This design comes from an exercise in tuning for small area and a short achievable clock period on the open sky130 flow, not from production work. Function was checked by simulation only, so behaviour that the tests miss may differ from the original. No activity file was given, so power comes from the tool's default toggle rates.

==> job 1300 <==
==> flow/design.v <==
module mips(
	input clk,
	input rst,
	output [31:0] imem_addr,
	input [31:0] imem_data,
	output [17:0] dmem_addr,
	output [31:0] dmem_wdata,
	output dmem_we,
	output dmem_re,
	input [31:0] dmem_rdata,
	output wb_en,
	output [4:0] wb_addr,
	output [31:0] wb_data);
	wire [5:0] op = imem_data[31:26];
	wire [4:0] rs = imem_data[25:21];
	wire [4:0] rt = imem_data[20:16];
	wire [4:0] rd = imem_data[15:11];
	wire [5:0] fn = imem_data[5:0];
	wire [15:0] imm = imem_data[15:0];
	wire r_type = (op == 6'b000000);
	wire i_addi = (op == 6'b000010);
	wire i_subi = (op == 6'b000001);
	wire i_andi = (op == 6'b000100);
	wire i_ori  = (op == 6'b000101);
	wire i_slti = (op == 6'b000111);
	wire i_lw   = (op == 6'b001000);
	wire i_lb   = (op == 6'b001001);
	wire i_sw   = (op == 6'b010000);
	wire i_sb   = (op == 6'b010001);
	wire i_move = (op == 6'b100010);
	wire i_beq  = (op == 6'b100011);
	wire i_bne  = (op == 6'b100111);
	wire f_add = (fn == 6'b000010);
	wire f_sub = (fn == 6'b000011);
	wire f_or  = (fn == 6'b000101);
	wire f_slt = (fn == 6'b000111);
	wire f_and = ~(f_add | f_sub | f_or | f_slt);
	wire load  = i_lw | i_lb;
	wire store = i_sw | i_sb;
	wire reg_write = r_type | i_addi | i_subi | i_andi | i_ori | i_slti | load | i_move;
	wire [4:0] waddr = r_type ? rd : rt;
	wire s_sum = (r_type & (f_add | f_sub)) | i_addi | i_subi;
	wire s_or  = (r_type & f_or) | i_ori;
	wire s_and = (r_type & f_and) | i_andi;
	wire s_slt = (r_type & f_slt) | i_slti;
	wire sub, use_rt;
	ctl_fast u_ctl (.op(op), .fn0(fn[0]), .sub(sub), .use_rt(use_rt));
	reg [31:0] regs [1:31];
	wire [31:1] sa, sb;
	wire [31:0] ra_n, rb_n;
	rf_dec dec_a (.a(rs), .sel(sa));
	rf_dec dec_b (.a(rt), .sel(sb));
	genvar k, m;
	generate
		for (m = 0; m < 32; m = m + 1) begin : g_rd
			wire [31:1] col;
			for (k = 1; k < 32; k = k + 1) begin : g_col
				assign col[k] = regs[k][m];
			end
			rf_rdbit rd_a (.sel(sa), .d(col), .q_n(ra_n[m]));
			rf_rdbit rd_b (.sel(sb), .d(col), .q_n(rb_n[m]));
		end
	endgenerate
	wire [31:0] wdata;
	wire [17:0] sum;
	wire eq;
	alu_dp dp (
		.a_n(ra_n), .rb_n(rb_n), .imm(imm), .use_rt(use_rt), .sub(sub),
		.s_sum(s_sum), .s_or(s_or), .s_and(s_and), .s_slt(s_slt),
		.s_mv(i_move), .s_ld(load), .lb(i_lb), .rdata(dmem_rdata),
		.wdata(wdata), .sum(sum), .eq(eq));
	wire we = reg_write & ~rst & (waddr != 5'd0);
	generate
		for (k = 1; k < 32; k = k + 1) begin : g_reg
			always @(posedge clk)
				if (we && waddr == k)
					regs[k] <= wdata;
		end
	endgenerate
	reg [31:0] pc;
	wire [31:0] pc_next;
	wire taken = (i_beq & eq) | (i_bne & ~eq);   
	pc_step u_pc (.pc(pc), .imm(imm), .taken(taken), .pc_next(pc_next));
	always @(posedge clk)
		if (rst)
			pc <= 32'd0;
		else
			pc <= pc_next;
	assign imem_addr  = pc;
	assign dmem_addr  = sum[17:0];
	assign dmem_wdata = {i_sb ? 24'd0 : ~rb_n[31:8], ~rb_n[7:0]};
	assign dmem_we    = store & ~rst;
	assign dmem_re    = load;
	assign wb_en      = we;
	assign wb_addr    = waddr;
	assign wb_data    = wdata;
endmodule
module pc_step(
	input [31:0] pc,
	input [15:0] imm,
	input taken,
	output [31:0] pc_next);
	wire [15:0] lo1, lob, hi1;
	wire c1, cb, ch;
	pc_inc16 u_lo1 (.a(pc[15:0]), .y(lo1), .co(c1));
	pc_add16 u_lob (.a(pc[15:0]), .b(imm), .y(lob), .co(cb));
	pc_inc16 u_hi1 (.a(pc[31:16]), .y(hi1), .co(ch));
	wire up = taken ? cb : c1;
	assign pc_next = {up ? hi1 : pc[31:16], taken ? lob : lo1};
endmodule
module pc_inc16(
	input [15:0] a,
	output [15:0] y,
	output co);
	wire [16:0] c;
	assign c[0] = 1'b1;
	genvar i;
	generate
		for (i = 0; i < 16; i = i + 1) begin : g_ha
			pc_ha u (.a(a[i]), .b(c[i]), .s(y[i]), .co(c[i+1]));
		end
	endgenerate
	assign co = c[16];
endmodule
module pc_add16(
	input [15:0] a,
	input [15:0] b,
	output [15:0] y,
	output co);
	wire [16:0] c;
	assign c[0] = 1'b1;
	genvar i;
	generate
		for (i = 0; i < 16; i = i + 1) begin : g_fa
			pc_fa u (.a(a[i]), .b(b[i]), .ci(c[i]), .s(y[i]), .co(c[i+1]));
		end
	endgenerate
	assign co = c[16];
endmodule
module pc_ha(input a, input b, output s, output co);
	assign s = a ^ b;
	assign co = a & b;
endmodule
module pc_fa(input a, input b, input ci, output s, output co);
	assign s = a ^ b ^ ci;
	assign co = (a & b) | (a & ci) | (b & ci);
endmodule
module ctl_fast(
	input [5:0] op,
	input fn0,
	output sub,
	output use_rt);
	wire r_type = ~|op;
	assign sub = (op[0] & ~op[3] & ~op[4]) | (r_type & fn0);
	assign use_rt = op[5] | ~|op[4:0];
endmodule
module rf_dec(
	input [4:0] a,
	output [31:1] sel);
	genvar k;
	generate
		for (k = 1; k < 32; k = k + 1) begin : g_sel
			assign sel[k] = (a == k);
		end
	endgenerate
endmodule
module rf_rdbit(
	input [31:1] sel,
	input [31:1] d,
	output q_n);
	wire [10:0] t;
	genvar k;
	generate
		for (k = 0; k < 10; k = k + 1) begin : g_aoi
			rf_aoi222 u (.a0(sel[3*k+1]), .b0(d[3*k+1]), .a1(sel[3*k+2]), .b1(d[3*k+2]),
				.a2(sel[3*k+3]), .b2(d[3*k+3]), .y(t[k]));
		end
	endgenerate
	rf_nand2 u_n (.a(sel[31]), .b(d[31]), .y(t[10]));
	wire [2:0] u;
	rf_nand4 u_0 (.a(t[0]), .b(t[1]), .c(t[2]), .d(t[3]), .y(u[0]));
	rf_nand4 u_1 (.a(t[4]), .b(t[5]), .c(t[6]), .d(t[7]), .y(u[1]));
	rf_nand3 u_2 (.a(t[8]), .b(t[9]), .c(t[10]), .y(u[2]));
	rf_nor3 u_3 (.a(u[0]), .b(u[1]), .c(u[2]), .y(q_n));
endmodule
module rf_aoi222(input a0, input b0, input a1, input b1, input a2, input b2, output y);
	assign y = ~((a0 & b0) | (a1 & b1) | (a2 & b2));
endmodule
module rf_nand2(input a, input b, output y);
	assign y = ~(a & b);
endmodule
module rf_nand3(input a, input b, input c, output y);
	assign y = ~(a & b & c);
endmodule
module rf_nand4(input a, input b, input c, input d, output y);
	assign y = ~(a & b & c & d);
endmodule
module rf_nor3(input a, input b, input c, output y);
	assign y = ~(a | b | c);
endmodule
module rf_inv(input a, output y);
	assign y = ~a;
endmodule
module rf_nor2(input a, input b, output y);
	assign y = ~(a | b);
endmodule
module rf_aoi21(input a0, input a1, input b, output y);
	assign y = ~((a0 & a1) | b);
endmodule
module rf_oai21(input a0, input a1, input b, output y);
	assign y = ~((a0 | a1) & b);
endmodule
module alu_dp(
	input [31:0] a_n,
	input [31:0] rb_n,
	input [15:0] imm,
	input use_rt,
	input sub,
	input s_sum,
	input s_or,
	input s_and,
	input s_slt,
	input s_mv,
	input s_ld,
	input lb,
	input [31:0] rdata,
	output [31:0] wdata,
	output [17:0] sum,
	output eq);
	wire [31:0] k1 = {32{use_rt}} | {16'd0, imm};
	wire [31:0] k0 = {32{~use_rt}} & {16'd0, imm};
	wire [31:0] ai, bi, p, g;
	wire [32:1] c_n;
	wire eq_n;
	dp_xor32 u_ai (.a(a_n), .b({32{~sub}}), .y(ai));
	dp_mux32 u_bi (.s(rb_n), .d0(k1), .d1(k0), .y(bi));
	dp_xor32 u_p (.a(ai), .b(bi), .y(p));
	dp_and32 u_g (.a(ai), .b(bi), .y(g));
	dp_carry u_c (.p(p), .g(g), .c_n(c_n), .eq_n(eq_n));
	dp_wb u_wb (.a_n(a_n), .bi(bi), .p(p), .c_n(c_n), .sub(sub), .s_sum(s_sum), .s_or(s_or),
		.s_and(s_and), .s_slt(s_slt), .s_mv(s_mv), .s_ld(s_ld), .lb(lb),
		.rdata(rdata), .wdata(wdata), .sum(sum));
	assign eq = ~eq_n;
endmodule
module dp_mux32(
	input [31:0] s,
	input [31:0] d0,
	input [31:0] d1,
	output [31:0] y);
	assign y = (s & d1) | (~s & d0);
endmodule
module dp_xor32(
	input [31:0] a,
	input [31:0] b,
	output [31:0] y);
	assign y = a ^ b;
endmodule
module dp_and32(
	input [31:0] a,
	input [31:0] b,
	output [31:0] y);
	assign y = a & b;
endmodule
module dp_carry(
	input [31:0] p,
	input [31:0] g,
	output [32:1] c_n,
	output eq_n);
	wire [31:0] G [0:5];
	wire [31:0] P [0:5];
	assign G[0] = g;
	assign P[0] = p;
	genvar l, i;
	generate
		for (l = 0; l < 5; l = l + 1) begin : g_lvl
			for (i = 0; i < 32; i = i + 1) begin : g_bit
				if (i >= (1 << l)) begin : g_op
					if (l % 2 == 0) begin : g_aoi
						rf_aoi21 ug (.a0(P[l][i]), .a1(G[l][i - (1 << l)]), .b(G[l][i]), .y(G[l+1][i]));
					end else begin : g_oai
						rf_oai21 ug (.a0(P[l][i]), .a1(G[l][i - (1 << l)]), .b(G[l][i]), .y(G[l+1][i]));
					end
					if (i >= (2 << l) || i + 1 == (2 << l) || (i == 31 && l == 4)) begin : g_p
						if (l % 2 == 0) begin : g_nand
							rf_nand2 up (.a(P[l][i]), .b(P[l][i - (1 << l)]), .y(P[l+1][i]));
						end else begin : g_nor
							rf_nor2 up (.a(P[l][i]), .b(P[l][i - (1 << l)]), .y(P[l+1][i]));
						end
					end
				end else begin : g_pass
					rf_inv ug (.a(G[l][i]), .y(G[l+1][i]));
				end
			end
		end
	endgenerate
	assign c_n = G[5];
	assign eq_n = P[5][31];
endmodule
module dp_wb(
	input [31:0] a_n,
	input [31:0] bi,
	input [31:0] p,
	input [32:1] c_n,
	input sub,
	input s_sum,
	input s_or,
	input s_and,
	input s_slt,
	input s_mv,
	input s_ld,
	input lb,
	input [31:0] rdata,
	output [31:0] wdata,
	output [17:0] sum);
	wire s_add = s_sum & ~sub;
	wire s_sbr = s_sum & sub;
	wire [31:0] ld = {lb ? 24'd0 : rdata[31:8], rdata[7:0]};
	wire [31:0] a = ~a_n;
	wire [31:0] x_common = ({32{s_mv}} & a) | ({32{s_ld}} & ld) |
	                       ({32{s_or}} & (a | bi)) | ({32{s_and}} & (a & bi));
	wire [31:0] x0 = x_common | ({32{s_add}} & p) | ({32{s_sbr}} & ~p);
	wire [31:0] x1 = x_common | ({32{s_add}} & ~p) | ({32{s_sbr}} & p);
	wire [31:1] wsel;
	dp_mux31 u_w (.s(c_n[31:1]), .d0(x1[31:1]), .d1(x0[31:1]), .y(wsel));
	assign wdata = {wsel, s_slt ? ~c_n[32] : x0[0]};
	assign sum = {p[17:1] ^ ~c_n[17:1], p[0]};
endmodule
module dp_mux31(
	input [31:1] s,
	input [31:1] d0,
	input [31:1] d1,
	output [31:1] y);
	assign y = (s & d1) | (~s & d0);
endmodule
==> flow/flow/run.sh <==
#!/bin/bash
set -euo pipefail
bash standard.sh SETUP_SLACK_MARGIN=7 \
	"BUFFER_PORTS_ARGS=-buffer_cell sky130_fd_sc_hd__buf_2" \
	finish > flow_make.log 2>&1
==> flow/standard.sh <==
#!/bin/bash
# synth_recipe.tcl (not shown) runs the flow's synth.tcl, then flattens the netlist and writes it again
# the make line also repeats each setting of config.mk as NAME=value (left out here)
make -C /OpenROAD-flow-scripts/flow DESIGN_CONFIG=/design/flow/config.mk WORK_HOME=/design/flow/orfs CLKGATE_MAP_FILE= SYNTH_SCRIPT=/design/flow/synth_recipe.tcl "${@:-finish}"
==> flow/config.mk <==
export PLATFORM = sky130hd
export DESIGN_NAME = mips
export DESIGN_NICKNAME = mips
export VERILOG_FILES = /design/flow/design.v
export SDC_FILE = /design/flow/constraint.sdc
export NUM_CORES = 4
export LEC_CHECK = 0
export CAP_MARGIN = 20
export CORE_MARGIN = 2
export CORE_UTILIZATION = 50
export CTS_CLUSTER_DIAMETER = 80
export CTS_CLUSTER_SIZE = 20
export PLACE_DENSITY = 0.6
export SLEW_MARGIN = 20
export SYNTH_HIERARCHICAL = 1
export TNS_END_PERCENT = 5
==> flow/constraint.sdc <==
create_clock -name core_clock -period 16.0 [get_ports {clk}]
set_input_delay 3.2000 -clock core_clock [delete_from_list [all_inputs] [get_ports {clk}]]
set_output_delay 3.2000 -clock core_clock [all_outputs]
set_load 0.01 [all_outputs]
==> job 7360: changes against job 1300 <==
==> flow/flow/run.sh (replaced) <==
#!/bin/bash
set -euo pipefail
bash standard.sh SETUP_SLACK_MARGIN=6 \
	"BUFFER_PORTS_ARGS=-buffer_cell sky130_fd_sc_hd__buf_2" \
	finish > flow_make.log 2>&1
CORE_UTILIZATION = 60   (was 50)
PLACE_DENSITY = 0.72   (was 0.6)
==> job 8484: changes against job 1300 <==
==> flow/run.sh (new file) <==
#!/bin/bash
# synth_recipe.tcl (not shown) runs the flow's synth.tcl, then flattens the netlist and writes it again
# the make line also repeats each setting of config.mk as NAME=value (left out here)
make -C /OpenROAD-flow-scripts/flow DESIGN_CONFIG=/design/flow/config.mk WORK_HOME=/design/flow/orfs CLKGATE_MAP_FILE= SYNTH_SCRIPT=/design/flow/synth_recipe.tcl finish
SETUP_SLACK_MARGIN = 5   (was not set)
removed: flow/flow/run.sh
removed: flow/standard.sh
==> results.txt <==
                                                     job 7360    job 8484    job 1300
Worst Skew                                          0.0706 ns    0.103 ns   0.0545 ns
DPL Wire Length                                    107,000 um  121,000 um  122,000 um
Routed length on met2                               81,500 um   86,800 um   89,900 um
Power consumed by the clock network                   1.57 mW     1.59 mW     1.63 mW
Total number of vias                                   40,157      39,157      39,452
Met3 Usage GRT                                          0.289       0.234       0.157
Result of the run            no timing/DRC/antenna violations  no timing/DRC/antenna violations  no timing/DRC/antenna violations
Setup slack at placement                              4.60 ns     3.12 ns     4.07 ns
Final total power                                     5.94 mW     6.06 mW     6.03 mW
Avg WL per Cell                                       43.3 um     43.5 um     43.9 um
Number of global-route vias before repair              37,878      35,874      36,692
Largest net degree at the start of global routing          49          35          49
Final cell count without fillers                        4,713       4,930       4,951
Pre-antenna DRT Iters                                      17          15          12
Buffers inserted by post-CTS timing repair                149         144         162

## static timing again, ports no longer ideal
How much do the figures lean on ideal ports? The routed layouts below were timed once more, with nothing changed but the port constraints. Step 1 assumes that a clkbuf_16 drives the clock port and a buf_2 every other input. Step 2 adds t to the input delays and takes it off the output delays; t is the mean of the earliest and latest rising clock arrival at the registers after step 1. Input paths then give back, and output paths get back, about the clock's delay inside the block. a / b / c = ideal ports / drivers / drivers and shift; a / b = the first two.
run | t (ns) | setup slack, ns | worst register clock-pin slew, ns
job 1300 | 0.793 | 5.116 / 5.016 / 5.016 | 0.09 / 0.09
job 7360 | 0.758 | 5.221 / 5.102 / 5.102 | 0.09 / 0.09
job 8484 | 0.778 | 4.765 / 4.729 / 4.403 | 0.09 / 0.09
After both steps setup and hold are still met in every run listed. The setup slack of job 8484, which loses most, moves by -0.036 ns with the drivers and by -0.362 ns with both steps.
